This is an optimization exercise on Yosys and OpenROAD, whose aim is small area and a short achievable clock period, not a production implementation. In this exercise RTL edits were held to simulation tests only and were not proved equivalent to the original. Power figures rest on the tool's default switching activity, not on a simulated workload. The flow treats the clock pin as an ideal source, which a real chip does not have.

==> inputs of zinc <==
Design mul_A, start of the top module:
module mul_A (CLK, RESETn, a, b, y);
	input CLK;
	input RESETn;
	input [31:0] a, b;
	output [63:0] y;
	reg [31:0] b0;
	reg d0_n0;
	reg d0_o0;
	reg d0_t0;
	reg d0_n1;
	reg d0_o1;
	reg d0_t1;
	reg d0_n2;
	reg d0_o2;
	reg d0_t2;
	reg d0_n3;
	reg d0_o3;
	reg d0_t3;
	reg a0_7;
	reg a0_8;
	reg a0_9;
	reg a0_10;
	reg a0_11;
	reg a0_12;
	reg a0_13;
	reg a0_14;
	reg a0_15;
	reg a0_16;
	reg a0_17;
	reg a0_18;
	reg a0_19;
	reg a0_20;
	reg a0_21;
	reg a0_22;
	reg a0_23;
	reg a0_24;
	reg a0_25;
	reg a0_26;
	reg a0_27;
	reg a0_28;
	reg a0_29;
	reg a0_30;
	reg a0_31;
	reg m1_0_0;
	reg m1_0_1;
	reg m1_1_0;
	reg m1_2_0;
	reg m1_2_1;
	reg m1_3_0;
	reg m1_3_1;
	reg m1_4_0;
	reg m1_4_1;
	reg m1_5_0;
	reg m1_5_1;
	reg m1_6_0;
	reg m1_6_1;
	reg m1_7_0;
	reg m1_7_1;
	reg m1_8_0;
	reg m1_8_1;
	reg m1_9_0;
	reg m1_9_1;
	reg m1_10_0;
	reg m1_10_1;
	reg m1_11_0;
	reg m1_11_1;
	reg m1_12_0;
	reg m1_12_1;
	reg m1_13_0;
	reg m1_13_1;
  ...
make LEC_CHECK=0 CAP_MARGIN=20 CORE_MARGIN=2 CORE_UTILIZATION=55 CTS_CLUSTER_DIAMETER=120 CTS_CLUSTER_SIZE=32 SETUP_SLACK_MARGIN=2.8 SLEW_MARGIN=20 SYNTH_HIERARCHICAL=1 SYNTH_MINIMUM_KEEP_SIZE=0 finish   # period 5.0 ns
run.sh (not shown) runs the stock make flow with config.mk's settings and CLKGATE_MAP_FILE= SYNTH_SCRIPT=/design/flow/synth_recipe.tcl, a recipe that flattens the netlist after the stock synthesis.
==> inputs of nickel, as changes to zinc <==
- CORE_UTILIZATION: 55 -> 70
- SETUP_SLACK_MARGIN: 2.8 -> 2.85
==> notes.md <==
Final-layout fill cell count: zinc 10600; nickel 6500
Met3 wirelength from detailed routing: zinc 3.57 mm; nickel 3.71 mm
Slew margin rel.: zinc 44.3%; nickel 50.2%
Share of cell area taken by multi-input logic gates: zinc 27.5%; nickel 27.6%
Total area of multi-input combinational cells: zinc 22300 sq um; nickel 22300 sq um
Net switching power figure: zinc 14.3 mW; nickel 14.6 mW
Violation count after the first detailed-route iteration: zinc 1592; nickel 1792
DR WL met2: zinc 58.2 mm; nickel 61.8 mm
Logic power comb: zinc 11.3 mW; nickel 11.4 mW
Insertion delay to the later sink of the worst-skew pair: zinc 0.75 ns; nickel 0.72 ns
Fraction of layout instances using a drive strength above 1: zinc 6.47%; nickel 7.24%
Status: zinc finished clean; nickel finished clean
Sum of routed wire length over all layers: zinc 115 mm; nickel 117 mm
Pin count of the biggest net entering global routing: zinc 71; nickel 47
GRT Resource Usage Total: zinc 16.4%; nickel 21.1%
Vias in the first global route: zinc 34900; nickel 36500
Final setup skew: zinc 0.0346 ns; nickel 0.0324 ns
Post-layout power: zinc 53.2 mW; nickel 53.6 mW


==> branch pepper: inputs <==
mul_A again, from the RTL that the note above started with.
==> flow/config.mk <==
export PLATFORM = sky130hd
export DESIGN_NAME = mul_A
export DESIGN_NICKNAME = mul_A
export VERILOG_FILES = /design/flow/design.v
export SDC_FILE = /design/flow/constraint.sdc
export NUM_CORES = 4
export LEC_CHECK = 0
export CAP_MARGIN = 20
export CORE_MARGIN = 2
export CORE_UTILIZATION = 60
export CTS_CLUSTER_DIAMETER = 120
export CTS_CLUSTER_SIZE = 30
export PLACE_DENSITY = 0.7
export SETUP_SLACK_MARGIN = 2.85
export SLEW_MARGIN = 20
export SYNTH_HIERARCHICAL = 1
export SYNTH_MINIMUM_KEEP_SIZE = 0
==> flow/constraint.sdc <==
create_clock -name core_clock -period 5.0 [get_ports {CLK}]
set_input_delay 1.0000 -clock core_clock [delete_from_list [all_inputs] [get_ports {CLK}]]
set_output_delay 1.0000 -clock core_clock [all_outputs]
set_load 0.01 [all_outputs]
==> branch umber (differences from branch pepper) <==
Settings changed: CORE_UTILIZATION 60 to 55, CTS_CLUSTER_SIZE 30 to 32, PLACE_DENSITY 0.7 to default.
==> branch willow (differences from branch pepper) <==
Settings changed: CORE_UTILIZATION 60 to 55, CTS_CLUSTER_SIZE 30 to 32, PLACE_DENSITY 0.7 to default, SETUP_SLACK_MARGIN 2.85 to 2.75.
==> branch lagoon (differences from branch pepper) <==
Settings changed: CORE_UTILIZATION 60 to 55, CTS_CLUSTER_DIAMETER 120 to 70, CTS_CLUSTER_SIZE 30 to 32, PLACE_DENSITY 0.7 to default.
==> reports/metrics.csv <==
metric,value,unit
final_standard_cell_utilization_of_the_core,0.614,
sh_seq_area,0.626,
vias_per_cell,4.87,
multiInputGateArea,0.0223,mm^2
clock_tree.htree_level_count,4,
critical_path.reg2reg.startpoint,d6_p16,
netSwitchingPower,15.3,mW
outcome,finished clean,
number_of_antenna_violations_at_the_first_check_in_global_routing,1,
crit_path_cell_trace,buf_12 -> and2_1 -> fa_2 -> fa_2 -> fa_1,
power_frac_comb,0.200,
The numbers above come from branch lagoon.

==> reports/metrics.csv <==
metric,value,unit
outcome,finished clean,
final_standard_cell_utilization_of_the_core,0.595,
netSwitchingPower,14.2,mW
crit_path_cell_trace,ha_4 -> fa_2 -> a211oi_4 -> o21ai_2 -> o2111ai_2 -> a21boi_4 -> a2111oi_4 -> nor3_1,
vias_per_cell,4.88,
power_frac_comb,0.210,
sh_seq_area,0.646,
The numbers above come from branch willow.

==> reports/metrics.csv <==
metric,value,unit
outcome,finished clean,
vias_per_cell,4.89,
critical_path.reg2reg.startpoint,d6_p16,
sh_seq_area,0.643,
netSwitchingPower,14.3,mW
final_standard_cell_utilization_of_the_core,0.598,
crit_path_cell_trace,buf_6,
clock_tree.htree_level_count,3,
multiInputGateArea,0.0223,mm^2
The numbers above come from branch umber.

==> reports/metrics.csv <==
metric,value,unit
first_pass_iters,5,
power_frac_comb,0.211,
vias_per_cell,5.01,
final_standard_cell_utilization_of_the_core,0.650,
number_of_antenna_violations_at_the_first_check_in_global_routing,0,
critical_path.reg2reg.startpoint,m7_28_1,
comb-power,11.3,mW
netSwitchingPower,14.2,mW
clock_tree.htree_level_count,3,
crit_path_cell_trace,ha_4 -> fa_2 -> a211oi_4 -> o21ai_2 -> o2111ai_2 -> a21boi_4 -> a311oi_2 -> xnor2_1,
outcome,finished clean,
sh_seq_area,0.642,
The numbers above come from branch pepper.

==> separate check: timing with driven ports <==
The results above use ideal ports. As a check the final layouts listed here were re-extracted and re-timed, cells and wires unchanged. Step 1 assumes that a clkbuf_16 drives the clock port and a buf_2 every other input. Step 2 times the ports against the registers' clock, not the clock port: input delays grow and output delays shrink by t, the midpoint of the rising clock arrivals with the driver on. a / b / c = ideal / step 1 / step 2; a / b = the first two.
| run | t, ns | setup slack, ns | slew at the worst register clock pin (ns) | worst data-port slew with drivers (ns) | cell pins on the clock port's net |
|---|---|---|---|---|---|
| zinc | 0.806 | 2.777 / 2.746 / 2.777 | 0.12 / 0.12 | 0.07 | 1 |
| nickel | 0.784 | 2.797 / 2.756 / 2.797 | 0.12 / 0.12 | 0.07 | 1 |
| branch pepper | 0.795 | 2.748 / 2.748 / 2.748 | 0.11 / 0.11 | 0.08 | 1 |
| branch umber | 0.792 | 2.819 / 2.748 / 2.839 | 0.12 / 0.12 | 0.06 | 1 |
| branch willow | 0.808 | 2.768 / 2.749 / 2.768 | 0.12 / 0.12 | 0.08 | 1 |
| branch lagoon | 0.834 | 2.774 / 2.701 / 2.774 | 0.11 / 0.11 | 0.06 | 1 |
After both steps every run listed still meets setup and hold.
